Context: an optimization exercise on an open-source flow, tuned for small area and a short achievable clock period. The choices shown serve that exercise and are no tape-out recipe.
The RTL was checked by simulation tests, not by an equivalence proof against the original design.
Power figures rest on the tool's default switching activity, not on a simulated workload.

lane 3:
Design AXI4StreamMaster, start of the top module:
module AXI4StreamMaster (
    clock,
    resetn,
    TDATA, TLAST, TID, TDEST, TVALID, TREADY,
    S_AXI_AWADDR, S_AXI_AWPROT, S_AXI_AWVALID, S_AXI_AWREADY,
    S_AXI_WDATA, S_AXI_WSTRB, S_AXI_WVALID, S_AXI_WREADY,
    S_AXI_BRESP, S_AXI_BVALID, S_AXI_BREADY,
    S_AXI_ARADDR, S_AXI_ARPROT, S_AXI_ARVALID, S_AXI_ARREADY,
    S_AXI_RDATA, S_AXI_RRESP, S_AXI_RVALID, S_AXI_RREADY
);
Size in the first run: roughly 140 I/O pins, about 0.0083 mm^2 of cells after synthesis.
==> flow/config.mk <==
export PLATFORM = sky130hd
export DESIGN_NAME = AXI4StreamMaster
export DESIGN_NICKNAME = AXI4StreamMaster
export VERILOG_FILES = /design/flow/design.v
export SDC_FILE = /design/flow/constraint.sdc
export NUM_CORES = 4
export LEC_CHECK = 0
export CAP_MARGIN = 20
export CORE_MARGIN = 2
export CORE_UTILIZATION = 40
export SETUP_SLACK_MARGIN = 2.55
export SLEW_MARGIN = 20
==> flow/constraint.sdc <==
create_clock -name core_clock -period 4.5 [get_ports {clock}]
set_input_delay 0.9000 -clock core_clock [delete_from_list [all_inputs] [get_ports {clock}]]
set_output_delay 0.9000 -clock core_clock [all_outputs]
set_load 0.01 [all_outputs]
standard.sh (not shown) runs the stock make flow with config.mk's settings and CLKGATE_MAP_FILE= SYNTH_SCRIPT=/design/flow/synth_recipe.tcl, a recipe that flattens the netlist after the stock synthesis.
==> flow/flow/run.sh <==
#!/bin/bash
# Standard synthesis, then the standard layout with plain buf_1 port buffers
# and the clock tree options below.
set -euo pipefail
bash standard.sh synth > synth.log 2>&1
bash standard.sh "BUFFER_PORTS_ARGS=-buffer_cell sky130_fd_sc_hd__buf_1" "CTS_ARGS=-sink_clustering_enable -repair_clock_nets -dont_use_dummy_load -buf_list sky130_fd_sc_hd__clkbuf_8 -root_buf sky130_fd_sc_hd__clkbuf_16" finish > layout.log 2>&1
Lane 3: full flow OK, the timing, design-rule and antenna checks passed
Edits applied to the flow inputs when going from lane 3 to lane 5:
- a change of SETUP_SLACK_MARGIN from 2.55 to 2.5
- a change of CORE_UTILIZATION from 40 to 47
- Lane 5 vs. lane 3: global-route usage grew by 3.0 points, critical path depth grew by 1, final clock period utilization by the worst path shrank by 0.62 points.
- Lane 5 vs lane 3, instance count: lane 5 lower
- Lane 3 has higher worst supply voltage drop on vdd than lane 5.
- Fraction of layout instances using a drive strength above 1 was higher in lane 3 than in lane 5.
- | global-route wire length before repair | lane 5 vs lane 3 | 2.3% lower |

* * *

Another version of the RTL of AXI4StreamMaster (not shown whole).
For scale: about 650 cells after synthesis, roughly 170 flip-flops, roughly 140 I/O pins, roughly 0.0081 sq mm of cells after synthesis.
clock: 4.5 ns
lec_check: 0
cap_margin: 20
core_margin: 2
core_utilization: 40
setup_slack_margin: 2.55
slew_margin: 20
==> flow/flow/run.sh <==
#!/bin/bash
# Standard synthesis, then the standard layout with plain buf_1 port buffers
# and the clock tree options below.
set -euo pipefail
bash standard.sh synth > synth.log 2>&1
bash standard.sh "BUFFER_PORTS_ARGS=-buffer_cell sky130_fd_sc_hd__buf_1" "CTS_ARGS=-sink_clustering_enable -repair_clock_nets -dont_use_dummy_load" finish > layout.log 2>&1
Next try:
==> flow/flow/run.sh (replaced) <==
#!/bin/bash
# Standard synthesis, then the standard layout with plain buf_1 port buffers
# and the clock tree options below.
set -euo pipefail
bash standard.sh synth > synth.log 2>&1
bash standard.sh "BUFFER_PORTS_ARGS=-buffer_cell sky130_fd_sc_hd__buf_1" "CTS_ARGS=-sink_clustering_enable -repair_clock_nets -dont_use_dummy_load -buf_list sky130_fd_sc_hd__clkbuf_8 -root_buf sky130_fd_sc_hd__clkbuf_16" finish > layout.log 2>&1
--- a/flow/config.mk
+++ b/flow/config.mk
@@ -9,4 +9,4 @@
 export CORE_MARGIN = 2
 export CORE_UTILIZATION = 40
-export SETUP_SLACK_MARGIN = 2.55
+export SETUP_SLACK_MARGIN = 2.65
 export SLEW_MARGIN = 20
After rerunning:
- final area went up by a few percent
- final cell count went up by a few percent
- die area does not change
- fmax went up slightly
- wire length went up by a few percent
- hold slack improves by 0.019 ns
- critical path depth went up by 3
- synthesized area stays the same
- sequential power is about the same
- sequential share of layout area went down by 2.1 points
- combinational power went up by about a fifth
Next try:
==> flow/flow/run.sh (replaced) <==
#!/bin/bash
# Standard synthesis, then the standard layout with plain buf_1 port buffers
# and the clock tree options below.
set -euo pipefail
bash standard.sh synth > synth.log 2>&1
bash standard.sh "BUFFER_PORTS_ARGS=-buffer_cell sky130_fd_sc_hd__buf_1" finish > layout.log 2>&1
--- a/flow/config.mk
+++ b/flow/config.mk
@@ -9,4 +9,4 @@
 export CORE_MARGIN = 2
 export CORE_UTILIZATION = 40
-export SETUP_SLACK_MARGIN = 2.65
+export SETUP_SLACK_MARGIN = 2.5
 export SLEW_MARGIN = 20
After rerunning:
- first-iteration DRC count came out higher by 1.7%
- wire length came out lower by 2.2%
- clock power came out higher by 90%
- setup slack degrades by 0.047 ns
- synthesized cell count does not change
Next try:
==> flow/flow/run.sh (replaced) <==
#!/bin/bash
# Standard synthesis, then the standard layout with plain buf_1 port buffers
# and the clock tree options below.
set -euo pipefail
bash standard.sh synth > synth.log 2>&1
bash standard.sh "BUFFER_PORTS_ARGS=-buffer_cell sky130_fd_sc_hd__buf_1" "CTS_ARGS=-sink_clustering_enable -repair_clock_nets -dont_use_dummy_load -buf_list sky130_fd_sc_hd__clkbuf_8 -root_buf sky130_fd_sc_hd__clkbuf_16" finish > layout.log 2>&1
The changed run ran to the end with no violations.
Routed wire length is higher slightly.
Global-route usage falls by 0.32 points.
Worst setup slack is worse by 0.13 ns.
Synthesized cell count stays the same.
Combinational power grows by a few percent.
Register-to-register slack is worse by 0.02 ns.
Next try:
==> flow/flow/run.sh (replaced) <==
#!/bin/bash
# Standard synthesis, then the standard layout with plain buf_1 port buffers
# and the clock tree options below.
set -euo pipefail
bash standard.sh synth > synth.log 2>&1
bash standard.sh "BUFFER_PORTS_ARGS=-buffer_cell sky130_fd_sc_hd__buf_1" "CTS_ARGS=-sink_clustering_enable -repair_clock_nets -dont_use_dummy_load" finish > layout.log 2>&1
--- a/flow/config.mk
+++ b/flow/config.mk
@@ -9,4 +9,5 @@
 export CORE_MARGIN = 2
 export CORE_UTILIZATION = 40
+export PLACE_DENSITY = 0.75
 export SETUP_SLACK_MARGIN = 2.5
 export SLEW_MARGIN = 20
After rerunning:
- via count increases by 2.8%
- sequential share of layout area decreases by 0.20 points
- area after synthesis stays the same
Next try:
--- a/flow/config.mk
+++ b/flow/config.mk
@@ -8,6 +8,5 @@
 export CAP_MARGIN = 20
 export CORE_MARGIN = 2
-export CORE_UTILIZATION = 40
-export PLACE_DENSITY = 0.75
+export CORE_UTILIZATION = 55
 export SETUP_SLACK_MARGIN = 2.5
 export SLEW_MARGIN = 20
Flip-flop and latch count is unchanged.
Final cell count fell by a little under a tenth.
Design area drops slightly.
Power hardly moves.
Routed wire length fell slightly.
Worst setup slack is better by 0.081 ns.

-- afterwards: timing with drivers on the ports --
How much do the figures lean on ideal ports? The routed layouts below were timed once more, with nothing changed but the port constraints.
Step 1 (the two cells are an assumption about what drives the block):
set clk [get_ports {clock}]
set_driving_cell -lib_cell sky130_fd_sc_hd__clkbuf_16 $clk
set_driving_cell -lib_cell sky130_fd_sc_hd__buf_2 [delete_from_list [all_inputs] $clk]
Step 2 moves the port delays by t, midway between the first and last clock arrival at a register: inputs arrive t later, outputs are due t later. That takes back most of the time a late clock gives input paths.
Slacks: ideal ports / drivers / drivers and shift; pairs: ideal ports / drivers.
run	t, ns	setup slack, ns	worst slew at a driven data input, ns
lane 3	0.413	2.518 / 2.518 / 2.120	0.06
lane 5	0.414	2.546 / 2.517 / 2.155	0.05
the first run of note 2	0.467	2.562 / 2.540 / 2.132	0.07
the second run of note 2	0.409	2.584 / 2.557 / 2.181	0.07
the third run of note 2	0.468	2.537 / 2.498 / 2.091	0.06
the fourth run of note 2	0.418	2.409 / 2.365 / 2.134	0.06
the fifth run of note 2	0.467	2.431 / 2.434 / 1.967	0.05
the sixth run of note 2	0.463	2.513 / 2.495 / 2.066	0.06
After both steps every run listed still meets setup and hold. For the fifth run of note 2, which loses most, drivers alone change the setup slack by +0.003 ns; drivers and shift together by -0.464 ns.
